What follows belongs to an exercise in optimizing a design on an open flow for small area; a production flow would make more cautious choices.
The RTL was checked by simulation tests, not by an equivalence proof against the original design.
Power and IR drop assume default switching activity.

===== design.v =====
module clock_divider(
    input clk,
    input reset,
    output reg clk_1Hz,
    output reg clk_2Hz,
    output reg clk_3Hz,
    output reg clk_10Hz,
    output reg [6:0] st,         
    output st_zero,
    output st_lag
);
    reg [2:0] b;
    reg [2:0] a;
    reg [10:0] c3;
    wire st_end = (st[6] & st[5] & st[1] & st[0]);    
    wire b_end  = b[2];                                
    wire a_end  = a[2];                                
    wire t10    = st_end & b_end;
    wire t2     = t10 & a_end;
    wire c3_end = c3[10] & c3[9] & c3[7] & c3[0];      
    assign st_zero = (st == 7'd0);
    assign st_lag  = (st == 7'd10);
    always @(posedge clk or posedge reset) begin
        if (reset) begin
            st <= 0; b <= 0; a <= 0; c3 <= 0;
            clk_1Hz <= 0; clk_2Hz <= 0; clk_3Hz <= 0; clk_10Hz <= 0;
        end else begin
            st <= st_end ? 7'd0 : st + 7'd1;
            if (st_end) b <= b_end ? 3'd0 : b + 3'd1;
            if (t10) begin
                a <= a_end ? 3'd0 : a + 3'd1;
                clk_10Hz <= ~clk_10Hz;
            end
            if (t2) begin
                clk_2Hz <= ~clk_2Hz;
                if (clk_2Hz) clk_1Hz <= ~clk_1Hz;
            end
            c3 <= c3_end ? 11'd0 : c3 + 11'd1;
            if (c3_end) clk_3Hz <= ~clk_3Hz;
        end
    end
endmodule
`timescale 1ns / 1ps
module keypad_controller(
    input clk_100MHz,
    input reset,
    input st_zero,
    input st_lag,
    input [3:0] row,
    output [3:0] col,
    output reg [3:0] dec_out
    );
    reg [1:0] ci;
    reg first;
    assign col = first ? 4'b1111 : ~(4'b1000 >> ci);
    always @(posedge clk_100MHz or posedge reset)
        if (reset) begin
            ci <= 2'd3;
            first <= 1'b1;
            dec_out <= 4'b1111;
        end else begin
            first <= 1'b0;
            if (st_zero) ci <= ci + 2'd1;
            if (st_lag)
                case ({ci, row})
                    6'b00_0111: dec_out <= 4'h1;
                    6'b00_1011: dec_out <= 4'h4;
                    6'b00_1101: dec_out <= 4'h7;
                    6'b00_1110: dec_out <= 4'h0;
                    6'b01_0111: dec_out <= 4'h2;
                    6'b01_1011: dec_out <= 4'h5;
                    6'b01_1101: dec_out <= 4'h8;
                    6'b01_1110: dec_out <= 4'hF;
                    6'b10_0111: dec_out <= 4'h3;
                    6'b10_1011: dec_out <= 4'h6;
                    6'b10_1101: dec_out <= 4'h9;
                    6'b10_1110: dec_out <= 4'hE;
                    6'b11_0111: dec_out <= 4'hA;
                    6'b11_1011: dec_out <= 4'hB;
                    6'b11_1101: dec_out <= 4'hC;
                    6'b11_1110: dec_out <= 4'hD;
                    default: ;
                endcase
        end
endmodule
module game_controller(
    input clk,
    input reset,
    input select,
    input [15:0] switches,
    input [3:0] keypad_value,
    input clk_1Hz,
    input clk_2Hz,
    input clk_3Hz,
    input clk_10Hz,
    output [15:0] leds,
    output [3:0] disp_code,          
    output [2:0] highest_round,
    output reg display_mode
);
    localparam S_INIT = 2'd0, S_SHOW = 2'd1, S_INPUT = 2'd2, S_OVER = 2'd3;
    reg [1:0] gs;
    reg [2:0] cr;
    reg won, wr;
    reg [3:0] r0, r1, r2, r3, r4;
    reg k0, k4;
    reg [2:0] P;
    reg [3:0] D;
    reg ss, cmp;
    reg [15:0] ps;
    reg [31:0] rnd;
    reg pclk_prev;
    reg gol, la;
    reg sp, db;
    reg [7:0] scnt;
    reg pclk;
    always @(*) begin
        case (cr)
            3'd1, 3'd2: pclk = clk_1Hz;
            3'd3, 3'd4: pclk = clk_2Hz;
            3'd5, 3'd6: pclk = clk_3Hz;
            3'd7:       pclk = clk_10Hz;
            default:    pclk = clk_1Hz;
        endcase
    end
    wire edge_p = pclk & ~pclk_prev;
    reg [2:0] L;
    always @(*) begin
        case (cr)
            3'd0: L = 3'd1;
            3'd1: L = wr ? 3'd2 : 3'd1;
            3'd2: L = wr ? 3'd3 : 3'd2;
            3'd3: L = 3'd4;
            default: L = 3'd5;
        endcase
    end
    wire lt3 = ~cr[2] & ~(cr[1] & cr[0]);
    reg [3:0] rP;
    reg kP;
    always @(*) begin
        case (P)
            3'd0: begin rP = r0; kP = k0 & lt3; end
            3'd1: begin rP = r1; kP = ~lt3; end
            3'd2: begin rP = r2; kP = 1'b0; end
            3'd3: begin rP = r3; kP = 1'b1; end
            default: begin rP = r4; kP = k4 & (cr == 3'd4); end
        endcase
    end
    wire [15:0] onehot = 16'd1 << rP;
    wire Pvalid = (P < L);
    wire [2:0] Pn = P + 3'd1;
    wire says_done = D[3] & D[2];
    wire show_led = (gs == S_SHOW) & says_done & (P != 3'd7) & ~kP;
    assign leds = {16{la}} | (show_led ? onehot : 16'd0);
    wire [2:0] crm1 = cr - 3'd1;
    reg [3:0] gcode;
    always @(*) begin
        case (gs)
            S_INIT: gcode = (won && crm1 != 0) ? {1'b0, crm1} : 4'd8;
            S_SHOW:
                if (!says_done)
                    gcode = ss ? 4'd9 : ((won && crm1 != 0) ? {1'b0, crm1} : 4'd8);
                else if (P == 3'd7)
                    gcode = 4'd8;
                else
                    gcode = kP ? 4'd0 : 4'd8;
            default: gcode = (cr != 0) ? {1'b0, cr} : 4'd8;
        endcase
    end
    assign disp_code = gcode;
    assign highest_round = cr + {2'b0, won};
    wire [31:0] S = rnd;
    wire f1 = S[31] ^ S[21] ^ S[1] ^ S[0];
    wire f2 = S[30] ^ S[20] ^ S[0] ^ f1;
    wire f3 = S[29] ^ S[19] ^ f1 ^ f2;
    wire f4 = S[28] ^ S[18] ^ f2 ^ f3;
    wire [2:0] n = cr + 3'd1;
    wire gen = (n == 3'd0) | (n == 3'd3) | n[2] & (n[1] | n[0]);
    reg [3:0] says_max;
    always @(*) begin
        case (S[3:0] % 5)
            0: says_max = 4'd1;
            1: says_max = 4'd3;
            2: says_max = 4'd5;
            3: says_max = 4'd7;
            default: says_max = 4'd9;
        endcase
    end
    wire sw_diff = (switches != ps);
    wire sw_match = ((switches ^ ps) == onehot);
    wire key_match = (keypad_value == rP);
    always @(posedge clk) begin
        pclk_prev <= pclk;
        gol <= (gs == S_OVER) & clk_2Hz;
    end
    wire sel_start = select & ~sp & ~db;
    wire sel_end = scnt[7] & scnt[6] & scnt[3];      
    always @(posedge clk or posedge reset) begin
        if (reset) begin
            sp <= 0; db <= 0; display_mode <= 0;
        end else begin
            sp <= select;
            if (sel_start) db <= 1'b1;
            else if (db & sel_end) begin
                db <= 1'b0;
                if (select) display_mode <= ~display_mode;
            end
        end
    end
    always @(posedge clk) begin
        if (sel_start) scnt <= 8'd0;
        else if (db & ~sel_end) scnt <= scnt + 8'd1;
    end
    always @(posedge clk or posedge reset) begin
        if (reset) begin
            rnd <= 32'hABCDEF01;
            gs <= S_INIT;
            cr <= 3'd1;
            won <= 1'b0;
            wr <= 1'b0;
            r0 <= 4'd1;
            k0 <= 1'b0;
            la <= 1'b0;
        end else begin
            rnd <= {rnd[30:0], rnd[31] ^ rnd[27] ^ rnd[23] ^ rnd[19]};
            la <= gol;
            case (gs)
                S_INIT: gs <= S_SHOW;
                S_SHOW: if (says_done & edge_p & ~(Pn < L)) gs <= S_INPUT;
                S_INPUT:
                    if (!Pvalid) begin
                        gs <= S_INIT;
                        cr <= n;
                        won <= 1'b1;
                        if (n == 3'd0) wr <= 1'b1;
                        if (gen) r0 <= S[3:0];
                        if (n == 3'd0) k0 <= ~S[31];
                    end else if (!kP) begin
                        if (!cmp && sw_diff && !sw_match) gs <= S_OVER;
                    end else begin
                        if (!cmp && !key_match) gs <= S_OVER;
                    end
                default: ;
            endcase
        end
    end
    always @(posedge clk) begin
        case (gs)
            S_INIT: begin
                P <= 3'd7;
                D <= says_max;
                ss <= 1'b0;
            end
            S_SHOW:
                if (!says_done) begin
                    ss <= ~(edge_p & (D == 4'd0));
                    if (edge_p) D <= D - 4'd1;
                end else if (edge_p) begin
                    if (Pn < L) P <= Pn;
                    else begin
                        P <= 3'd0;
                        ps <= switches;
                        cmp <= 1'b0;
                    end
                end
            S_INPUT:
                if (!Pvalid) begin
                    if (gen) begin
                        r1 <= {S[2:0], f1};
                        r2 <= {S[1:0], f1, f2};
                        r3 <= {S[0], f1, f2, f3};
                        r4 <= {f1, f2, f3, f4};
                    end
                    if (n == 3'd1 || (n == 3'd2 && !wr)) r1 <= S[3:0];
                    if (n == 3'd2 && wr) r2 <= S[3:0];
                    if (n == 3'd4) begin r4 <= S[3:0]; k4 <= S[31]; end
                end else if (!kP) begin
                    if (!cmp) begin
                        if (sw_diff) begin
                            ps <= switches;
                            if (sw_match) cmp <= 1'b1;
                        end
                    end else if (!sw_diff) begin
                        P <= Pn;
                        cmp <= 1'b0;
                    end
                end else begin
                    if (!cmp) begin
                        if (key_match) cmp <= 1'b1;
                    end else begin
                        P <= Pn;
                        cmp <= 1'b0;
                    end
                end
            default: ;
        endcase
    end
endmodule
module seven_segment_controller(
    input clk,
    input reset,
    input display_mode,
    input [3:0] disp_code,
    input [2:0] highest_round,
    output reg [6:0] seg,
    output reg [3:0] an
);
    localparam CHAR_BLANK = 7'b1111111;
    reg [6:0] refresh_counter;
    reg [1:0] digit_select;
    reg [3:0] code;
    wire rc_end = refresh_counter[6] & refresh_counter[5] & refresh_counter[2];   
    always @(posedge clk or posedge reset) begin
        if (reset) begin
            refresh_counter <= 0;
            digit_select <= 0;
            code <= 4'd8;
        end else begin
            refresh_counter <= rc_end ? 7'd0 : refresh_counter + 7'd1;
            if (rc_end) digit_select <= digit_select + 2'd1;
            code <= display_mode ? {1'b0, highest_round} : disp_code;
        end
    end
    wire says = (code == 4'd9);
    reg [6:0] dig0;
    always @(*) begin
        case (code)
            4'd0: dig0 = 7'b1000000;
            4'd1: dig0 = 7'b1111001;
            4'd2: dig0 = 7'b0100100;
            4'd3: dig0 = 7'b0110000;
            4'd4: dig0 = 7'b0011001;
            4'd5: dig0 = 7'b0010010;
            4'd6: dig0 = 7'b0000010;
            4'd7: dig0 = 7'b1111000;
            4'd9: dig0 = 7'b0010010;    
            default: dig0 = CHAR_BLANK;
        endcase
    end
    always @(*) begin
        case (digit_select)
            2'b00: begin an = 4'b1110; seg = dig0; end
            2'b01: begin an = 4'b1101; seg = says ? 7'b0010001 : CHAR_BLANK; end   
            2'b10: begin an = 4'b1011; seg = says ? 7'b0001000 : CHAR_BLANK; end   
            2'b11: begin an = 4'b0111; seg = says ? 7'b0010010 : CHAR_BLANK; end   
        endcase
    end
endmodule
module simon_says_top(
    input clk,               
    input reset,             
    input select,            
    input [15:0] switches,   
    input [3:0] rows,        
    output [3:0] cols,       
    output [15:0] leds,      
    output [6:0] seg,        
    output [3:0] an          
);
    wire clk_1Hz, clk_2Hz, clk_3Hz, clk_10Hz;
    wire [6:0] st;
    wire st_zero, st_lag;
    wire [3:0] w_dec;
    wire [3:0] disp_code;
    wire [2:0] highest_round;
    wire display_mode;
    clock_divider clock_div (
        .clk(clk),
        .reset(reset),
        .clk_1Hz(clk_1Hz),
        .clk_2Hz(clk_2Hz),
        .clk_3Hz(clk_3Hz),
        .clk_10Hz(clk_10Hz),
        .st(st),
        .st_zero(st_zero),
        .st_lag(st_lag)
    );
    keypad_controller keypad_ctrl (
        .clk_100MHz(clk),
        .reset(reset),
        .st_zero(st_zero),
        .st_lag(st_lag),
        .row(rows),
        .col(cols),
        .dec_out(w_dec)
    );
    game_controller game_ctrl (
        .clk(clk),
        .reset(reset),
        .select(select),
        .switches(switches),
        .keypad_value(w_dec),
        .clk_1Hz(clk_1Hz),
        .clk_2Hz(clk_2Hz),
        .clk_3Hz(clk_3Hz),
        .clk_10Hz(clk_10Hz),
        .leds(leds),
        .disp_code(disp_code),
        .highest_round(highest_round),
        .display_mode(display_mode)
    );
    seven_segment_controller seg_ctrl (
        .clk(clk),
        .reset(reset),
        .display_mode(display_mode),
        .disp_code(disp_code),
        .highest_round(highest_round),
        .seg(seg),
        .an(an)
    );
endmodule

===== run.sh =====
#!/bin/bash
# synth_recipe.tcl (not shown) runs the flow's synth.tcl, then flattens the netlist and writes it again
# the make line also repeats each setting of config.mk as NAME=value (left out here)
make -C /OpenROAD-flow-scripts/flow DESIGN_CONFIG=/design/flow/config.mk WORK_HOME=/design/flow/orfs CLKGATE_MAP_FILE= SYNTH_SCRIPT=/design/flow/synth_recipe.tcl finish

===== config.mk =====
export PLATFORM = sky130hd
export DESIGN_NAME = simon_says_top
export DESIGN_NICKNAME = simon_says_top
export VERILOG_FILES = /design/flow/design.v
export SDC_FILE = /design/flow/constraint.sdc
export NUM_CORES = 4
export LEC_CHECK = 0
export CAP_MARGIN = 20
export CORE_MARGIN = 2
export CORE_UTILIZATION = 40
export PLACE_DENSITY = 0.6
export SLEW_MARGIN = 20

===== constraint.sdc =====
create_clock -name core_clock -period 10.0 [get_ports {clk}]
set_input_delay 2.0000 -clock core_clock [delete_from_list [all_inputs] [get_ports {clk}]]
set_output_delay 2.0000 -clock core_clock [all_outputs]
set_load 0.01 [all_outputs]

==> run_results.csv <==
group,metric,value,unit
place,io_buffers,53,
setup_path,required,8.00,ns
synth,synth_nets,911,
sta,grt_setup_unrepaired,"no",
power,p_per_area,261.0,nW/um^2
synth,yosys_warnings,4,
setup_path,arrival,4.32,ns
final_layout,syn_to_final_growth,16.90,%
synth,avgSynthCellArea,9.963,sq um
synth,synthFlopType,"dfrtp_1",
setup_path,end_kind,"primary output",
clocking,postCtsSetupBuffers,0,
synth,ys_ff_latch,148,
final_layout,utilization,47.68,%
clocking,clock_sinks,148,
synth,ys_types,66,
floorplan,core_area,20300,sq um
sta,finalCriticalPeriod,6.318,ns
floorplan,rows,52,
final_layout,fill_cells,1910,
clocking,cts_buffers,17,
power,cellLeakagePower,4.004,nW
grt,antenna_found_initial,0,
clocking,cts.repair.resized,0,
grt,grt_pass1_vias,5702,
sta,setup_tns,0,ns
flow_run,cap_violations,0,
floorplan,ios,54,
sta,tightest_slew,1.070,ns
sta,finClkSkew,0.006872,ns
sta,slew_headroom,28.49,%
sta,clock.fmax,0.1583,GHz
final_layout,fin_nets,959,
final_layout,antenna_cells,0,
final_layout,drive_above_1_share,9.305,%
setup_path,r2r_slack,5.50,ns
sta,whs,0.3334,ns
sta,hold_viol,0,
worst_hold_path,holdCritPathClass,"reg2reg",
sta,fin_ws,3.682,ns
sta,period_share,63.18,%
synth,synthesis.area,8279,sq um
drt,routed_wire_length_per_instance,14.55,um
clocking,cts_tree,"yes",
drt,ant_nets,0,
clocking,hold_buffers,0,
setup_path,cp_max_fo,9,
grt,grt.total_usage,15.93,%
synth,seq_area_frac_synth,47.09,%
setup_path,criticalPathCategory,"reg2out",
drt,avgViaCountPerCell,5.179,
clocking,clockBufferDepth,2,
clocking,clk_latency,0.43,ns
floorplan,die_area,21860,sq um
floorplan,chipHeight,147.9,um
grt,grt_overflow,0,
clocking,root_buffer,"clkbuf_16",
synth,synth-edff-count,42,
sta,finalMaxSlewViolations,0,
drt,first_pass_iters,5,
synth,async_flop_share,64.86,%
drt,drc,0,
grt,grt_pass1_wl,28.04,mm
setup_path,worstSetupStartpointType,"flop",
place,place_ws,4.123,ns
clocking,htreeDepth,4,
status,outcome,"no timing/DRC/antenna violations",
drt,wl,16.90,mm
sta,setup_violations,0,
floorplan,start_util,40.79,%
clocking,path_clk_slew,0.07,ns
synth,syn_inst,831,
place,gp_congestion,0.8147,
power,ir_drop,0.1067,mV
place,dp_hpwl,12.18,mm
grt,grt_max_degree,55,
drt,drt_iter0_markers,275,
drt,vias,6018,
floorplan,die_x,147.9,um
==> cell families after synthesis <==
kind of cell             after synthesis  share of synthesized area [%]
AND/OR/NAND/NOR                      277                          16.38
XOR/XNOR                              69                          7.299
other                                  1                        0.04529
AO/OA/AOI/OAI                        193                          14.55
flip-flops                           148                          47.09
adder cells (fa/ha/maj)               57                          8.614
buffers and inverters                 68                          3.340
multiplexers                          18                          2.675
==> worst paths after layout <==
kind	startpoint	cells after the start	end
max in group asynchronous	reset	3	game_ctrl.r0[1]$_DFFE_PP0P_
worst min-delay path	game_ctrl.gol$_DFF_P_	0	game_ctrl.la$_DFF_PP0_
worst min register to register	game_ctrl.gol$_DFF_P_	0	game_ctrl.la$_DFF_PP0_
min in group asynchronous	reset	2	clock_div.c3[1]$_DFF_PP0_
worst max-delay path	game_ctrl.P[0]$_DFFE_PP_	10	leds[1]
worst max register to register	game_ctrl.P[0]$_DFFE_PP_	12	game_ctrl.gs[1]$_DFFE_PP0P_
==> registers in the layout (all words and copies together) (netlist names), 7 cells and up <==
signal / cells
seg_ctrl.refresh_counter: 7
clock_div.c3: 11
game_ctrl.ps: 16
game_ctrl.rnd: 32
game_ctrl.scnt: 8
clock_div.st: 7
==> worst max-delay path, cell delays in order, from the launching register on <==
cell and delay, ns:
edfxtp_1 0.45, inv_1 0.13, ha_1 0.29, nor3_2 0.06, o21bai_1 0.83, nor2_1 0.11, nor3_1 0.52, nor3b_1 0.47
nand3_1 0.26, o21bai_1 0.21, clkdlybuf4s50_1 0.55
==> metal layers <==
metal | track usage (%) | wire [um] | vias up | share of wire (%)
met5 | 0 | 0 | - | 0
met4 | 5.619 | 271 | 0 | 1.6
met3 | 3.580 | 550 | 22 | 3.3
met2 | 25.51 | 7924 | 96 | 47
met1 | 21.35 | 8158 | 2858 | 48
li1 | - | - | 3042 | -
==> cell usage in the layout, fill, tap and decap left out, types with 7 or more instances in the layout <==
| master | n |
|---|---|
| a21o_1 | 11 |
| a21oi_1 | 39 |
| and3_1 | 8 |
| clkbuf_16 | 17 |
| clkdlybuf4s50_1 | 53 |
| dfrtp_1 | 68 |
| dfstp_2 | 28 |
| dfxtp_1 | 10 |
| edfxtp_1 | 42 |
| ha_1 | 57 |
| inv_1 | 40 |
| mux2_2 | 7 |
| nand2_1 | 94 |
| nand2b_1 | 13 |
| nand3_1 | 26 |
| nand3b_1 | 9 |
| nand4_1 | 8 |
| nor2_1 | 55 |
| nor2b_1 | 8 |
| nor3_1 | 19 |
| o211ai_1 | 8 |
| o21ai_0 | 64 |
| o21bai_1 | 18 |
| xnor2_1 | 38 |
| xor2_1 | 31 |
==> per-stage QoR <==
step	total power, mW	cell area [sq um]	std cells
finish	2.526	9678	1162
global route	2.702	9678	1162
CTS	2.543	9678	1162
detailed placement	1.857	9046	1130
global placement	1.847	9046	1130
floorplan	1.599	8279	831
==> Yosys cell counts, types with 3 or more instances <==
cell,number,share of area (%)
ha_1,57,8.6
o311ai_0,3,0.32
o21bai_1,18,1.6
and4_1,4,0.42
edfxtp_1,42,15
mux2_2,7,0.95
mux2_4,4,0.73
o211ai_1,8,0.73
and3_1,8,0.60
nand2b_1,13,0.98
a21oi_1,39,2.4
o31ai_1,5,0.45
nand4_1,8,0.60
and2_1,6,0.45
xnor2_1,38,4.0
nor3_1,19,1.1
xor2_1,31,3.3
inv_1,41,1.9
nor2b_1,8,0.60
o22ai_1,5,0.38
dfxtp_1,10,2.4
a31oi_1,5,0.38
dfrtp_1,68,21
a2111oi_0,3,0.32
mux2i_1,6,0.73
nand3_1,26,1.6
nand2_1,94,4.3
nor3b_1,3,0.27
dfstp_2,28,8.9
nand3b_1,9,0.82
a22o_1,3,0.32
or2_2,3,0.23
clkbuf_1,21,0.95
a22oi_1,6,0.54
or3_1,5,0.38
a211oi_1,5,0.45
o21a_1,4,0.36
nor2_1,55,2.5
a21o_1,11,1.0
o21ai_0,64,3.9
nor4_1,5,0.38
==> power by group <==
part           internal, mW  leakage [nW]  total, mW  switching [mW]
sequential            0.751          1.65      0.844          0.0924
clock                 0.385         0.310      0.677           0.292
combinational         0.408          2.04       1.01           0.597
total                  1.55          4.00       2.53           0.981
==> area by class of cell <==
type	count	area, sq um	area share [%]
clock inverter	15	206.4	2.133
clock buffer	17	425.4	4.396
tap	270	337.8	3.491
timing repair buffer	55	545.5	5.637
multi-input combinational	615	4104	42.40
inverter	42	160.2	1.655
sequential	148	3899	40.28

-- separate check: timing with driven ports --
The flow's constraints put no driver on any port. The routed layout listed below was extracted and timed again, unchanged, in two steps.
Step 1 (the two cells are an assumption about what drives the block):
set clk [get_ports {clk}]
set_driving_cell -lib_cell sky130_fd_sc_hd__clkbuf_16 $clk
set_driving_cell -lib_cell sky130_fd_sc_hd__buf_2 [delete_from_list [all_inputs] $clk]
Step 2 moves the port delays by t, midway between the first and last clock arrival at a register: inputs arrive t later, outputs are due t later. That takes back most of the time a late clock gives input paths.
Slacks: no drivers / after step 1 / after step 2; pairs: no drivers / after step 1.
t (ns): 0.468
setup slack, ns: 3.682 / 3.637 / 4.105
worst hold slack (ns): 0.333 / 0.333 / 0.333
worst setup path at the end: register to output
After both steps this run still meets setup and hold. The setup slack of this run moves by -0.045 ns with the drivers and by +0.423 ns with both steps.
